From an optimization exercise on the open Yosys and OpenROAD flow, aimed at small area and a short achievable clock period; shortcuts taken in it are not production practice.
At most, simulation tests tie the RTL to the original design; equivalence was not proved.
For runs 2 and 3, only the layout was checked, not whether the RTL still works.

==> flow/flow/run.sh <==
#!/bin/bash
# The standard ORFS layout with two changes:
#  - Yosys's full/half-adder extraction is off (ADDER_MAP_FILE empty), so
#    ABC maps all of the arithmetic itself;
#  - ports are buffered with buf_1 instead of the default delay buffer.
set -u
export ADDER_MAP_FILE=
export BUFFER_PORTS_ARGS="-buffer_cell sky130_fd_sc_hd__buf_1"
bash standard.sh > standard.log 2>&1
==> flow/standard.sh <==
#!/bin/bash
# synth_recipe.tcl (not shown) runs the flow's synth.tcl, then flattens the netlist and writes it again
# the make line also repeats each setting of config.mk as NAME=value (left out here)
make -C /OpenROAD-flow-scripts/flow DESIGN_CONFIG=/design/flow/config.mk WORK_HOME=/design/flow/orfs CLKGATE_MAP_FILE= SYNTH_SCRIPT=/design/flow/synth_recipe.tcl "${@:-finish}"
==> flow/config.mk <==
export PLATFORM = sky130hd
export DESIGN_NAME = adler32
export DESIGN_NICKNAME = adler32
export VERILOG_FILES = /design/flow/design.v
export SDC_FILE = /design/flow/constraint.sdc
export NUM_CORES = 4
export LEC_CHECK = 0
export ABC_AREA = 1
export CAP_MARGIN = 20
export CORE_MARGIN = 2
export CORE_UTILIZATION = 40
export PLACE_DENSITY = 0.9
export SETUP_SLACK_MARGIN = 3.0
export SLEW_MARGIN = 20
==> flow/constraint.sdc <==
create_clock -name core_clock -period 6.5 [get_ports {clk}]
set_input_delay 1.3000 -clock core_clock [delete_from_list [all_inputs] [get_ports {clk}]]
set_output_delay 1.3000 -clock core_clock [all_outputs]
set_load 0.01 [all_outputs]
==> flow/design.v <==
module adler32 (
  input         rst_n, clk,
  input         size_valid,
  input  [31:0] size,
  input         data_start,
  input  [ 7:0] data,
  output        checksum_valid,
  output [31:0] checksum
);
  wire busy, in_data, last_data;
  controller ctl( rst_n, clk, size_valid, data_start,
    last_data, checksum_valid, busy, in_data );
  datapath datap( clk, size, busy, data, in_data, last_data, checksum );
endmodule
module controller (
  input      rst_n, clk,
  input      size_valid,
  input      data_start,
  input      last_data,
  output reg checksum_valid,
  output     busy,
  output reg in_data
);
  reg wait_ds;
  wire idle = ~(wait_ds | in_data | checksum_valid);
  wire go   = idle & size_valid;
  assign busy = wait_ds | in_data;
  always @( posedge clk ) begin
    wait_ds        <= rst_n & ( go & ~data_start | wait_ds & ~data_start );
    in_data        <= rst_n & ( ( go | wait_ds ) & data_start | in_data & ~last_data );
    checksum_valid <= rst_n & in_data & last_data;
  end
endmodule
module datapath (
  input         clk,
  input  [31:0] size,
  input         busy,
  input  [ 7:0] data,
  input         in_data,
  output        last_data,
  output [31:0] checksum
);
  reg  [15:0] A, B;
  reg  [31:0] size_cnt;
  assign checksum  = { B, A };
  assign last_data = ( size_cnt == 32'h00000001 );
  always @( posedge clk )
    size_cnt <= busy ? size_cnt - in_data : size;
  wire [15:0] nA;
  modadd8 addA ( A, data, nA );
  wire [7:0] al = A[7:0], bl = B[7:0];
  wire [7:0] x1 = al ^ bl, g1 = al & bl;
  wire [7:0] s1 = x1 ^ data;                      
  wire [8:0] c1 = { g1 | ( x1 & data ), 1'b0 };
  wire [9:0] Z0, Z1, Z2;
  csadd #( 8'd0  ) z0 ( s1, c1, Z0 );
  csadd #( 8'd15 ) z1 ( s1, c1, Z1 );
  csadd #( 8'd30 ) z2 ( s1, c1, Z2 );
  wire [9:0] S0 = A[15:8] + B[15:8];
  wire [9:0] S1 = S0 + 10'd1;
  wire [9:0] S2 = S0 + 10'd2;
  wire [9:0] S3 = S0 + 10'd3;
  wire [3:0] f1 = { S3[9] | S3[8], S2[9] | S2[8], S1[9] | S1[8], S0[9] | S0[8] };
  wire [3:0] f2 = { S3[9], S2[9], S1[9], S0[9] };
  wire       ge1 = f1[Z1[9:8]];
  wire       ge2 = f2[Z2[9:8]];
  wire [1:0] q  = ge2 ? Z2[9:8] : ge1 ? Z1[9:8] : Z0[9:8];
  wire [7:0] lo = ge2 ? Z2[7:0] : ge1 ? Z1[7:0] : Z0[7:0];
  wire [7:0] hi = q[1] ? ( q[0] ? S3[7:0] : S2[7:0] ) : ( q[0] ? S1[7:0] : S0[7:0] );
  wire [15:0] nB = { hi, lo };
  always @( posedge clk ) begin
    A <= in_data ? nA : 16'd1;
    B <= in_data ? nB : 16'd0;
  end
endmodule
module csadd #( parameter [7:0] K = 8'd0 ) (
  input  [7:0] s,
  input  [8:0] c,
  output [9:0] z
);
  wire [8:0] s2 = { c[8], s ^ c[7:0] ^ K };
  wire [9:0] c2 = { c[8] & 1'b0, ( s & c[7:0] ) | ( ( s | c[7:0] ) & K ), 1'b0 };
  wire [9:0] zz;
  ks #(9) add ( s2, c2[8:0], 1'b0, zz );
  assign z = zz;
endmodule
module modadd8 (
  input  [15:0] x,
  input  [ 7:0] d,
  output [15:0] y
);
  wire [9:0] lo, s15;
  ks #(8) add_lo ( x[7:0], d, 1'b0, lo );
  wire [7:0] cs_s = x[7:0] ^ d ^ 8'h0f;
  wire [8:0] cs_c = { ( x[7:0] & d ) | ( ( x[7:0] | d ) & 8'h0f ), 1'b0 };
  ks #(9) add_15 ( { 1'b0, cs_s }, cs_c, 1'b0, s15 );
  wire       hff  = &x[15:8];
  wire       hfe  = ( x[15:8] == 8'hfe );
  wire       wrap = hff & ( s15[9] | s15[8] ) | hfe & s15[9];
  wire [7:0] hi1  = x[15:8] + 1'b1;
  wire [7:0] hi   = lo[8] ? hi1 : x[15:8];
  assign y = wrap ? { 8'h00, s15[7:0] } : { hi, lo[7:0] };
endmodule
module ks #( parameter W = 8 ) (
  input  [W-1:0] a, b,
  input          ci,
  output [9:0]   s
);
  localparam L = ( W > 16 ) ? 5 : ( W > 8 ) ? 4 : ( W > 4 ) ? 3 : ( W > 2 ) ? 2 : 1;
  wire [W-1:0] g [0:L];
  wire [W-1:0] p [0:L];
  assign g[0] = a & b;
  assign p[0] = a ^ b;
  genvar i, j;
  generate
    for( j = 0; j < L; j = j + 1 ) begin : lvl
      for( i = 0; i < W; i = i + 1 ) begin : bt
        if( i >= ( 1 << j ) ) begin : mrg
          assign g[j+1][i] = g[j][i] | p[j][i] & g[j][i-(1<<j)];
          assign p[j+1][i] = p[j][i] & p[j][i-(1<<j)];
        end else begin : pas
          assign g[j+1][i] = g[j][i];
          assign p[j+1][i] = p[j][i];
        end
      end
    end
  endgenerate
  wire [W:0] c = { g[L] | p[L] & { W{ci} }, ci };
  wire [W:0] r = { c[W], p[0] ^ c[W-1:0] };
  assign s = r;
endmodule
==> qor.yml, run 1 <==
grt:
  antenna_found_initial: 0
  grt_pass1_wl_um: 25700
  first_global_vias: 5890
  grtUsageTotal_pct: 20.5
  grt_max_degree: 41
  grt_overflow: 0
clock_tree:
  clk_path_buf_depth: 2
  tritoncts: "yes"
  htreeDepth: 3
  clock-root-buffer: "clkbuf_16"
  cts_sinks: 67
  postCtsHoldBufs: 0
  clkLatencyLatePin_ns: 0.35
  cts_buffers: 9
  path_clk_slew_ns: 0.06
detailed_routing:
  num_vias: 6786
  via_per_inst: 5.37
  ant_nets: 0
  drc: 0
  wl_per_cell_um: 13.4
  drt_iter0_markers: 471
  drt-pass1-iter-count: 5
  wl_um: 16900
cells_and_area:
  syn2layout_area_growth_pct: 24.4
  fin_cells: 1264
  final_common_cell: "nand2_1"
  layout.nets: 1123
  fill_cells: 1290
  final_cell_mix: "245 x nand2_1, 111 x inv_1, 106 x nor2_1"
  utilization_pct: 51.4
  n_antenna_cell: 0
  drive_above_1_share_pct: 21.4
floorplanning:
  die_h_um: 124
  coreArea_sq_mm: 0.0140
  die_area_sq_mm: 0.0154
  ios: 77
  die_x_um: 124
  initial_core_util_pct: 41.3
  placementRows: 43
timing:
  relSlewSlack_pct: 46.8
  final-setup-viol-count: 0
  min_period_ns: 3.57
  slew_viol_final: 0
  timing.fmax_mhz: 280
  fin_worst_skew_ns: 0.00599
  rsz0062_at_grt: "yes"
  tns_ns: 0
  fin_hold_ws_ns: 0.481
  worst_slew_pin_slew_ns: 0.794
  hold_violations: 0
  post-route-period-util_pct: 54.9
  setup_slack_ns: 2.93
critical_path:
  start_kind: "input pin"
  crit_top_cell: "nand2_1"
  crit_path_end_kind: "flip-flop"
  cp.required_ns: 6.71
  critPathKind: "input pin to flip-flop"
  slowest_delay_ns: 0.34
  worst_path_max_delay_cell: "o21ai_0"
  worstPathArrival_ns: 3.77
  path_cells: "clkbuf_2 > inv_2 > o21ai_4 > inv_2 > nand2_4 > nand2_2 > nand2_1 > nand2_2 > o21ai_0 > a21oi_1 > nand2_1 > xor2_1 > inv_1 > nand3_2 > nand3_4 > nand2_4 > nand2_1 > nand3_1 > a21oi_1"
  crit_fanout: 8
synth:
  ys_seq_elements: 67
  seq_area_frac_synth_pct: 23.2
  synth_cell_type_count: 49
  syn_area_per_cell_sq_um: 5.92
  ys_warn_count: 4
  syn-num-nets: 1020
  syn_inst: 976
  synthesis.area_sq_mm: 0.00578
worst_hold_path:
  hp-class: "flip-flop to flip-flop"
placement:
  hpwlAfterDp_um: 11300
  portBuffers: 76
  dp.cells: 1221
  gp_congestion: 0.915
  dp_worst_setup_slack_ns: 2.52
run:
  cap_violations: 0
run_status:
  status: "no timing/DRC/antenna violations"
path summary, 6_finish.rpt:
check                                        from                  to  slack [ns]  cells past startpoint
worst max-delay path                      data[4]         datap.B[15]        2.93                     19
worst min-delay path            datap.size_cnt[5]   datap.size_cnt[5]        0.48                      2
worst max register to register        ctl.in_data  datap.size_cnt[31]        3.35                     17
worst min register to register  datap.size_cnt[5]   datap.size_cnt[5]        0.48                      2
final cells by class:
type | count | area (sq um) | area share (%)
inverters | 137 | 524 | 7.29
multi-input cells | 763 | 4320 | 60.2
flip-flops and latches | 67 | 1340 | 18.7
clock buffers | 9 | 225 | 3.13
clock inverters | 7 | 57.6 | 0.801
well taps | 180 | 225 | 3.13
repair buffers | 101 | 489 | 6.81
through the flow:
| stage | cell area [sq um] |
|---|---|
| after detailed placement | 6220 |
| after CTS | 6580 |
| after floorplan | 5780 |
| final | 7190 |
| after global placement | 6220 |
| after global routing | 7190 |
metal layers:
| metal | wire, um | up-vias | part of all wire [%] | track usage, % |
|---|---|---|---|---|
| met5 | 0 | - | 0 | 0 |
| met4 | 669 | 0 | 4.0 | 8.36 |
| met3 | 1260 | 87 | 7.4 | 5.04 |
| met2 | 7980 | 317 | 47 | 34.5 |
| met1 | 6990 | 3006 | 41 | 25.0 |
| li1 | - | 3376 | - | - |
worst max-delay path: cells and delay by family:
family	cells	cell delay [ns]
AND/OR/NAND/NOR	10	1.05
AO/OA/AOI/OAI	4	0.75
buffers and inverters	4	0.39
XOR/XNOR	1	0.27
synthesized netlist by cell type (all sizes together):
cell,count,area [sq um]
and3b,1,8.76
nor4,6,43.8
buf,4,45.0
clkinv,1,3.75
nand3b,4,30.0
a21oi,47,246
xnor2,6,52.6
inv,136,513
a31oi,22,138
or2,10,62.6
xor2,20,175
clkbuf,8,30.0
nand2,308,1280
nor3,20,128
a311oi,3,26.3
o31ai,1,7.51
o311ai,1,8.76
and3,1,6.26
o41ai,1,8.76
o211ai,3,27.5
nand4,7,50.1
a211oi,1,7.51
o21ai,46,238
dfxtp,67,1340
o21a,2,15.0
nor3b,5,37.5
nand3,110,661
nor2,130,549
a21boi,5,41.3
sequential cells by signal (all words and copies together) (netlist names):
signal and flops:
ctl.in_data 1, datap.A 16, datap.B 16, ctl.wait_ds 1, ctl.checksum_valid 1, datap.size_cnt 32
cell families (layout without fill, tap and decap cells):
kind of cell / count (synthesis) / after routing / synth area share [%]
AO/OA/AOI/OAI: 132 / 132 / 13.2
XOR/XNOR: 26 / 26 / 3.94
buffers and inverters: 149 / 254 / 10.2
flip-flops: 67 / 67 / 23.2
AND/OR/NAND/NOR: 602 / 605 / 49.4
repair_timing:
item	CTS	global route
cloned	0	3
setup buffers	7	17
pin swaps	2	28
endpoints found under the setup margin	10	31
gates resized for setup	4	121
==> run 2: changes to the inputs <==
--- a/flow/design.v
+++ b/flow/design.v
@@ -9,6 +9,6 @@
 );
-  wire busy, in_data, last_data;
+  wire busy, in_data, first, last_data;
   controller ctl( rst_n, clk, size_valid, data_start,
-    last_data, checksum_valid, busy, in_data );
-  datapath datap( clk, size, busy, data, in_data, last_data, checksum );
+    last_data, checksum_valid, busy, in_data, first );
+  datapath datap( clk, size, busy, data, in_data, first, last_data, checksum );
 endmodule
@@ -21,7 +21,9 @@
   output     busy,
-  output reg in_data
+  output reg in_data,
+  output reg first
 );
   reg wait_ds;
-  wire idle = ~(wait_ds | in_data | checksum_valid);
-  wire go   = idle & size_valid;
+  wire idle  = ~(wait_ds | in_data | checksum_valid);
+  wire go    = idle & size_valid;
+  wire start = ( go | wait_ds ) & data_start;
   assign busy = wait_ds | in_data;
@@ -29,3 +31,4 @@
     wait_ds        <= rst_n & ( go & ~data_start | wait_ds & ~data_start );
-    in_data        <= rst_n & ( ( go | wait_ds ) & data_start | in_data & ~last_data );
+    in_data        <= rst_n & ( start | in_data & ~last_data );
+    first          <= rst_n & start;
     checksum_valid <= rst_n & in_data & last_data;
@@ -39,2 +42,3 @@
   input         in_data,
+  input         first,
   output        last_data,
@@ -44,2 +48,4 @@
   reg  [31:0] size_cnt;
+  wire [15:0] Ae = first ? 16'd1 : A;
+  wire [15:0] Be = first ? 16'd0 : B;
   assign checksum  = { B, A };
@@ -49,4 +55,4 @@
   wire [15:0] nA;
-  modadd8 addA ( A, data, nA );
-  wire [7:0] al = A[7:0], bl = B[7:0];
+  modadd8 addA ( Ae, data, nA );
+  wire [7:0] al = Ae[7:0], bl = Be[7:0];
   wire [7:0] x1 = al ^ bl, g1 = al & bl;
@@ -58,3 +64,3 @@
   csadd #( 8'd30 ) z2 ( s1, c1, Z2 );
-  wire [9:0] S0 = A[15:8] + B[15:8];
+  wire [9:0] S0 = Ae[15:8] + Be[15:8];
   wire [9:0] S1 = S0 + 10'd1;
@@ -71,4 +77,4 @@
   always @( posedge clk ) begin
-    A <= in_data ? nA : 16'd1;
-    B <= in_data ? nB : 16'd0;
+    A <= nA;
+    B <= nB;
   end
==> flow/flow/run.sh (replaced) <==
#!/bin/bash
# The standard ORFS layout with two changes:
#  - Yosys's full/half-adder extraction is off (ADDER_MAP_FILE empty), so
#    ABC maps all of the arithmetic itself;
#  - ports are buffered with buf_2 instead of the default delay buffer.
set -u
export ADDER_MAP_FILE=
export BUFFER_PORTS_ARGS="-buffer_cell sky130_fd_sc_hd__buf_2"
bash standard.sh > standard.log 2>&1
--- a/flow/config.mk
+++ b/flow/config.mk
@@ -11,3 +11,2 @@
 export CORE_UTILIZATION = 40
-export PLACE_DENSITY = 0.9
 export SETUP_SLACK_MARGIN = 3.0
==> qor.yml, run 2 <==
floorplanning:
  die_h_um: 126  # +1.2%
  placementRows: 44  # +2.3%
  ios: 77  # unchanged
  initial_core_util_pct: 40.9  # -0.37 points
  coreArea_sq_mm: 0.0145  # +3.5%
  die_x_um: 126  # +1.2%
  die_area_sq_mm: 0.0158  # +2.5%
cells_and_area:
  max_flop_register: "datap.size_cnt"
  final_common_cell: "nand2_1"
  top_regs: "datap.size_cnt: 32 flops, datap.A: 16 flops, datap.B: 16 flops"
  largest_reg_flops: 32  # unchanged
  utilization_pct: 49.1  # -2.2 points
  final_cell_mix: "301 x nand2_1, 113 x nor2_1, 102 x inv_1"
  layout.nets: 1154  # +2.8%
  n_antenna_cell: 0  # unchanged
  drive_above_1_share_pct: 22.4  # +0.95 points
  syn2layout_area_growth_pct: 20.1
  finish.instance_area_sq_mm: 0.00712  # -0.99%
  fill_cells: 1548  # +20%
  fin_cells: 1298  # +2.7%
synth:
  yosys.area.top_type_share_pct: 23.0  # -0.25 points
  netlist_top_cells_area: "dfxtp_1 23%, nand2_1 20%, nand3_1 8.8%"
  synthesis.area_sq_mm: 0.00593  # +2.6%
  yosys_most_used_dff: "dfxtp_1"
  post-synth-top-count-cell: "nand2_1"
  seq_area_frac_synth_pct: 23.0  # -0.25 points
  synth-edff-count: 0  # unchanged
  synth_cell_type_count: 49  # unchanged
  syn-num-nets: 1061  # +4.0%
  synthTopCellsByCount: "317 x nand2_1, 121 x nor2_1, 108 x inv_1"
  synth_largest_area_cell: "dfxtp_1"
  ys_warn_count: 4  # unchanged
  syn_area_per_cell_sq_um: 5.83  # -1.6%
  syn_inst: 1017  # +4.2%
  ys_seq_elements: 68  # +1.5%
  synthArstFlopShare_pct: 0  # unchanged
detailed_routing:
  via_per_inst: 5.11  # -4.7%
  num_vias: 6639  # -2.2%
  drc: 0  # unchanged
  ant_nets: 0  # unchanged
  wl_per_cell_um: 13.3  # -0.50%
  drt-pass1-iter-count: 5  # unchanged
  wl_um: 17300  # +2.2%
  drt_iter0_markers: 451  # -4.2%
critical_path:
  worstPathArrival_ns: 3.58  # -0.19 ns
  start_kind: "input pin"
  cp.required_ns: 6.74  # +0.03 ns
  crit_path_end_kind: "flip-flop"
  r2r_slack_ns: 3.33  # -0.02 ns
  critPathKind: "input pin to flip-flop"
  crit_fanout: 6  # -2
placement:
  dp.cells: 1264  # +3.5%
  hpwlAfterDp_um: 13200  # +16%
  gp_congestion: 0.913  # -0.23%
  placed_area_sq_mm: 0.00644  # +3.6%
  portBuffers: 76  # unchanged
run_status:
  status: "no timing/DRC/antenna violations"
timing:
  worst_slew_pin_slew_ns: 0.940  # +0.146 ns
  relSlewSlack_pct: 37.3  # -9.5 points
  final-setup-viol-count: 0  # unchanged
  hold_violations: 0  # unchanged
  slew_viol_final: 0  # unchanged
  timing.fmax_mhz: 299  # +6.8%
  fin_worst_skew_ns: 0.00785  # +0.00186 ns
  post-route-period-util_pct: 51.4  # -3.5 points
  rsz0062_at_grt: "yes"
  min_period_ns: 3.34  # -0.227 ns
  tns_ns: 0  # unchanged
clock_tree:
  clk_path_buf_depth: 2  # unchanged
  htreeDepth: 3  # unchanged
  clkLatencyLatePin_ns: 0.34  # about the same
  tritoncts: "yes"
  cts_buffers: 9  # unchanged
  postCtsHoldBufs: 0  # unchanged
  path_clk_slew_ns: 0.06  # about the same
  cts_sinks: 68  # +1.5%
  clock-root-buffer: "clkbuf_16"
grt:
  grt_overflow: 0  # unchanged
  antenna_found_initial: 0  # unchanged
  grt_pass1_wl_um: 27800  # +8.3%
  grt_max_degree: 41  # unchanged
  grtUsageTotal_pct: 21.3  # +0.77 points
  first_global_vias: 5878  # -0.20%
worst_hold_path:
  hp-class: "flip-flop to flip-flop"
run:
  cap_violations: 0  # unchanged
==> run 2: changes by cell type after synthesis, moves of 7 or more <==
cell,previous run,this run
a21oi_1,44,32
inv_2,23,16
nand2_1,272,317
nand3_1,94,104
xnor2_1,6,15
xor2_1,20,30
==> run 2: worst max-delay path, cell delays in order <==
cell,delay (ns)
buf_2,0.12
nand3_1,0.09
o21ai_0,0.20
nor2_1,0.24
nor2_4,0.09
inv_2,0.09
nor2_1,0.05
nor2_2,0.14
o21ai_1,0.12
a21oi_2,0.19
inv_1,0.10
nand3_4,0.13
nand2_4,0.10
nand2_4,0.11
nand3_4,0.17
nand2_4,0.16
nand2_1,0.06
nand3_1,0.06
nand2_1,0.05
==> run 2: layer usage <==
metal  track usage [%]  vias up  part of all wire, %
met5                 0        -                    0
met3              3.91       32                  5.0
met4              7.12        0                  2.4
met2              33.0      185                   43
met1              29.9     2947                   49
li1                  -     3475                    -
==> run 2: stage by stage <==
step	setup slack, ns	hold slack [ns]
after global routing	2.98	0.516
after detailed placement	2.63	0.459
after CTS	3.01	0.471
after floorplan	3.25	0.447
final	3.16	0.471
after global placement	2.61	0.459
==> run 2: cell type report <==
cell class | count | area (sq um) | area share [%]
Clock inverter | 6 | 41.3 | 0.580
Clock buffer | 9 | 225 | 3.17
Timing Repair Buffer | 93 | 508 | 7.14
Multi-Input combinational cell | 812 | 4260 | 59.9
Sequential cell | 68 | 1360 | 19.1
Inverter | 126 | 487 | 6.84
Tap cell | 184 | 230 | 3.24
==> run 2: path summary, 6_finish.rpt <==
| kind | from | to | depth (start not counted) |
|---|---|---|---|
| min reg2reg | datap.size_cnt[3] | datap.size_cnt[3] | 2 |
| max | data[7] | datap.B[11] | 19 |
| max reg2reg | ctl.first | datap.B[2] | 23 |
| min | datap.size_cnt[3] | datap.size_cnt[3] | 2 |
==> run 2: cells by family (layout without fill, tap and decap cells) <==
logic type	after synthesis	count (layout)	share of synthesized area [%]
flip-flops	68	68	23.0
buffers and inverters	140	234	9.84
XOR/XNOR	46	46	6.92
adder cells (fa/ha/maj)	1	1	0.169
AO/OA/AOI/OAI	120	120	11.6
AND/OR/NAND/NOR	642	645	48.5
==> run 2: repair_timing <==
item / 4_1_cts / 5_1_grt
setup buffers: 0 / 16
endpoints found under the setup margin: 9 / 27
hold endpoints to repair: 0 / 0
cloned: 0 / 3
pin swaps: 0 / 15
gates resized for setup: 2 / 69
==> run 3: changes to the inputs <==
--- a/flow/design.v
+++ b/flow/design.v
@@ -9,6 +9,6 @@
 );
-  wire busy, in_data, first, last_data;
+  wire busy, in_data, cnt_zero;
   controller ctl( rst_n, clk, size_valid, data_start,
-    last_data, checksum_valid, busy, in_data, first );
-  datapath datap( clk, size, busy, data, in_data, first, last_data, checksum );
+    cnt_zero, checksum_valid, busy, in_data );
+  datapath datap( clk, size, busy, data, in_data, cnt_zero, checksum );
 endmodule
@@ -18,18 +18,16 @@
   input      data_start,
-  input      last_data,
-  output reg checksum_valid,
+  input      cnt_zero,
+  output     checksum_valid,
   output     busy,
-  output reg in_data,
-  output reg first
+  output     in_data
 );
-  reg wait_ds;
-  wire idle  = ~(wait_ds | in_data | checksum_valid);
-  wire go    = idle & size_valid;
-  wire start = ( go | wait_ds ) & data_start;
-  assign busy = wait_ds | in_data;
+  reg wait_ds, active;
+  wire idle = ~( wait_ds | active );
+  wire go   = idle & size_valid;
+  assign busy           = wait_ds | active;
+  assign in_data        = active & ~cnt_zero;
+  assign checksum_valid = active & cnt_zero;
   always @( posedge clk ) begin
-    wait_ds        <= rst_n & ( go & ~data_start | wait_ds & ~data_start );
-    in_data        <= rst_n & ( start | in_data & ~last_data );
-    first          <= rst_n & start;
-    checksum_valid <= rst_n & in_data & last_data;
+    wait_ds <= rst_n & ( go & ~data_start | wait_ds & ~data_start );
+    active  <= rst_n & ( ( go | wait_ds ) & data_start | in_data );
   end
@@ -42,4 +40,3 @@
   input         in_data,
-  input         first,
-  output        last_data,
+  output        cnt_zero,
   output [31:0] checksum
@@ -48,6 +45,4 @@
   reg  [31:0] size_cnt;
-  wire [15:0] Ae = first ? 16'd1 : A;
-  wire [15:0] Be = first ? 16'd0 : B;
   assign checksum  = { B, A };
-  assign last_data = ( size_cnt == 32'h00000001 );
+  assign cnt_zero  = ( size_cnt == 32'h00000000 );
   always @( posedge clk )
@@ -55,4 +50,4 @@
   wire [15:0] nA;
-  modadd8 addA ( Ae, data, nA );
-  wire [7:0] al = Ae[7:0], bl = Be[7:0];
+  modadd8 addA ( A, data, nA );
+  wire [7:0] al = A[7:0], bl = B[7:0];
   wire [7:0] x1 = al ^ bl, g1 = al & bl;
@@ -64,3 +59,3 @@
   csadd #( 8'd30 ) z2 ( s1, c1, Z2 );
-  wire [9:0] S0 = Ae[15:8] + Be[15:8];
+  wire [9:0] S0 = A[15:8] + B[15:8];
   wire [9:0] S1 = S0 + 10'd1;
@@ -77,4 +72,4 @@
   always @( posedge clk ) begin
-    A <= nA;
-    B <= nB;
+    A <= in_data ? nA : 16'd1;
+    B <= in_data ? nB : 16'd0;
   end
==> flow/flow/run.sh (replaced) <==
#!/bin/bash
# The standard ORFS layout with two changes:
#  - Yosys's full/half-adder extraction is off (ADDER_MAP_FILE empty), so
#    ABC maps all of the arithmetic itself;
#  - ports are buffered with buf_1 instead of the default delay buffer.
set -u
export ADDER_MAP_FILE=
export BUFFER_PORTS_ARGS="-buffer_cell sky130_fd_sc_hd__buf_1"
bash standard.sh > standard.log 2>&1
==> qor.yml, run 3 <==
critical_path:
  path_cells: "buf_2 > inv_2 > o21ai_4 > nand3_4 > inv_1 > nand3_2 > nand2_4 > nor2_4 > a21oi_4 > nand2_2 > nand2_4 > nand2_4 > nand2_2 > nand3_4 > nand3b_1 > nand3_4 > nand2_4 > nand2_1 > a21oi_1 > nor2_1"
  r2r_end: "datap.B[15]"
  crit_path_end_kind: "flip-flop"
  cp_num_cells: 20  # +1
  critPathTopFamily: "simple AND/OR/NAND/NOR gates"
  cp.required_ns: 6.74  # about the same
  slowest_delay_ns: 0.20  # -0.04 ns
  critPathKind: "input pin to flip-flop"
  r2r_slack_ns: 3.58  # +0.25 ns
  r2r-start: "datap.A[14]"
  cp_num_buf_inv: 3  # unchanged
  crit_top_cell: "nand2_4"
  start_kind: "input pin"
  worst_path_max_delay_cell: "o21ai_4"
  r2r_cells: 17  # -26%
  cp-startpoint: "data[5]"
  crit_fanout: 5  # -1
  cp-endpoint: "datap.B[9]"
  worstPathArrival_ns: 3.64  # +0.06 ns
cells_and_area:
  drive_above_1_share_pct: 20.3  # -2.0 points
  fin_cells: 1300  # +0.15%
  fill_cells: 1536  # -0.78%
  largest_reg_flops: 32  # unchanged
  final_cell_mix: "247 x nand2_1, 132 x nor2_1, 127 x inv_1"
  top_regs: "datap.size_cnt: 32 flops, datap.A: 16 flops, datap.B: 16 flops"
  syn2layout_area_growth_pct: 23.0
  n_antenna_cell: 0  # unchanged
  final_common_cell: "nand2_1"
  max_flop_register: "datap.size_cnt"
  layout.nets: 1155  # +0.087%
worst_hold_path:
  hp-class: "flip-flop to flip-flop"
floorplanning:
  coreArea_sq_mm: 0.0145  # +0.38%
  die_x_um: 126  # about the same
  die_h_um: 126  # about the same
  placementRows: 44  # unchanged
  die_area_sq_mm: 0.0158  # about the same
  initial_core_util_pct: 40.8  # -0.12 points
  ios: 77  # unchanged
placement:
  hpwlAfterDp_um: 12800  # -3.1%
  gp_congestion: 0.965  # +5.6%
  portBuffers: 76  # unchanged
  dp.cells: 1262  # -0.16%
synth:
  synth_cell_type_count: 50  # +2.0%
  synthTopCellsByCount: "267 x nand2_1, 143 x nor2_1, 132 x inv_1"
  yosys_most_used_dff: "dfxtp_1"
  syn_inst: 1010  # -0.69%
  netlist_top_cells_area: "dfxtp_1 22%, nand2_1 17%, nor2_1 9.0%"
  synthesis.area_sq_mm: 0.00593  # about the same
  ys_seq_elements: 66  # -2.9%
  seq_area_frac_synth_pct: 22.3  # -0.69 points
  post-synth-top-count-cell: "nand2_1"
  yosys.area.top_type_share_pct: 22.3  # -0.69 points
  synthArstFlopShare_pct: 0  # unchanged
  synth_largest_area_cell: "dfxtp_1"
  ys_warn_count: 4  # unchanged
  synth-edff-count: 0  # unchanged
  syn-num-nets: 1054  # -0.66%
  syn_area_per_cell_sq_um: 5.87  # +0.78%
clock_tree:
  tritoncts: "yes"
  cts_buffers: 9  # unchanged
  clkLatencyLatePin_ns: 0.35  # about the same
  clk_path_buf_depth: 2  # unchanged
  cts_sinks: 66  # -2.9%
  path_clk_slew_ns: 0.06  # about the same
  htreeDepth: 3  # unchanged
  clock-root-buffer: "clkbuf_16"
run_status:
  status: "no timing/DRC/antenna violations"
timing:
  fin_worst_skew_ns: 0.00658  # -0.00126 ns
  tns_ns: 0  # unchanged
  post-route-period-util_pct: 52.4  # +1.0 points
  worst_slew_pin_slew_ns: 0.646  # -0.294 ns
  final-setup-viol-count: 0  # unchanged
  slew_viol_final: 0  # unchanged
  rsz0062_at_grt: "yes"
  timing.fmax_mhz: 294  # -1.9%
  min_period_ns: 3.40  # +0.0648 ns
  relSlewSlack_pct: 56.7  # +19 points
  hold_violations: 0  # unchanged
run:
  cap_violations: 0  # unchanged
grt:
  grt_pass1_wl_um: 26300  # -5.4%
  grt_overflow: 0  # unchanged
  first_global_vias: 5665  # -3.6%
  grt_max_degree: 25  # -39%
  antenna_found_initial: 0  # unchanged
  grtUsageTotal_pct: 20.4  # -0.91 points
detailed_routing:
  num_vias: 6542  # -1.5%
  wl_um: 16900  # -2.3%
  drt-pass1-iter-count: 5  # unchanged
  wl_per_cell_um: 13.0  # -2.4%
  drt_iter0_markers: 491  # +8.9%
  drc: 0  # unchanged
  ant_nets: 0  # unchanged
  via_per_inst: 5.03  # -1.6%
## run 3: cell count changes after synthesis, moves of 11 or more
cell     change
a21oi_1     +12
inv_1       +24
nand2_1     -50
nand2_2     +12
nand3_1     -15
nor2_1      +22
xor2_1      -11
## run 3: timing repair
| item | CTS | global route |
|---|---|---|
| hold endpoints to repair | 0 | 0 |
| gates cloned | 0 | 4 |
| resized for setup | 9 | 98 |
| setup endpoints to repair | 24 | 42 |
| hold buffers | 0 | 0 |
| buffers inserted | 1 | 17 |
| pin swaps | 3 | 17 |
## run 3: logic make-up (layout without fill, tap and decap cells)
kind of cell,count (synthesis),after routing,share of synthesized area (%)
XOR/XNOR,28,28,4.39
AND/OR/NAND/NOR,627,631,49.9
buffers and inverters,160,262,10.4
flip-flops,66,66,22.3
AO/OA/AOI/OAI,129,129,13.1
## run 3: through the flow
| step | instance area [sq um] | setup WS (ns) | utilization, % | hold slack [ns] |
|---|---|---|---|---|
| 6_report | 7300 | 3.10 | 50.2 | 0.476 |
| 5_1_grt | 7300 | 2.91 | 50.2 | 0.491 |
| 4_1_cts | 6760 | 3.02 | 46.5 | 0.477 |
| 3_5_place_dp | 6410 | 2.46 | 44.1 | 0.473 |
| 3_3_place_gp | 6410 | 2.47 | 44.1 | 0.460 |
| 2_1_floorplan | 5930 | 3.20 | - | 0.437 |
## run 3: worst reg2reg max path, stage by stage, from the launching register on
cell	delay (ns)
dfxtp_1	0.46
nor2_1	0.10
nor2_1	0.14
inv_1	0.09
nor2_1	0.16
inv_1	0.06
o211ai_1	0.40
nand2_1	0.12
nor2_2	0.19
nand2_1	0.13
nand3b_1	0.20
nand2_2	0.09
nand2_4	0.07
clkinv_2	0.08
nand3_4	0.13
nand3_1	0.12
nand3_1	0.09
a21oi_1	0.18
## run 3: layout make-up
type                            instances  area, sq um  share of cell area (%)
Clock buffer                            9          225                    3.09
Inverter                              150          572                    7.84
Tap cell                              184          230                    3.16
Timing Repair Buffer                   96          448                    6.14
Clock inverter                          7         93.8                    1.29
Sequential cell                        66         1320                    18.1
Multi-Input combinational cell        788         4410                    60.4
## run 3: routing by layer
layer  vias up  share of wire, %  global-route usage [%]
met2       182                47                    33.1
met3        33               5.3                    2.85
li1       3447                 -                       -
met1      2880                45                    27.0
met4         0               2.8                    9.24
met5         -                 0                       0
## run 3: worst min path at each step
stage,from,endpoint,slack (ns),cells after the start
floorplan,datap.size_cnt[31],datap.size_cnt[31],0.44,2
global placement,datap.size_cnt[31],datap.size_cnt[31],0.46,2
detailed placement,datap.size_cnt[31],datap.size_cnt[31],0.47,2
CTS,datap.size_cnt[31],datap.size_cnt[31],0.48,2
global route,datap.size_cnt[31],datap.size_cnt[31],0.49,2
finish,datap.size_cnt[31],datap.size_cnt[31],0.48,2

## static timing again, ports no longer ideal
No port has a modelled driver above. Below, the same layouts with a new extraction and two added sets of constraints.
Step 1 (the two cells are an assumption about what drives the block):
set clk [get_ports {clk}]
set_driving_cell -lib_cell sky130_fd_sc_hd__clkbuf_16 $clk
set_driving_cell -lib_cell sky130_fd_sc_hd__buf_2 [delete_from_list [all_inputs] $clk]
Step 2 also shifts input and output timing later by t, the mid clock arrival at the registers, as if the neighbouring blocks saw the same clock.
a / b / c = ideal / step 1 / step 2; a / b = the first two.
run	shift t [ns]	setup WS [ns]	hold WS [ns]
run 1	0.389	2.933 / 2.945 / 2.557	0.481 / 0.481 / 0.481
run 2	0.377	3.160 / 3.179 / 2.802	0.471 / 0.471 / 0.471
run 3	0.383	3.095 / 3.094 / 2.711	0.476 / 0.476 / 0.476
After both steps every run listed still meets setup and hold. The setup slack of run 3, which loses most, moves by -0.001 ns with the drivers and by -0.384 ns with both steps.
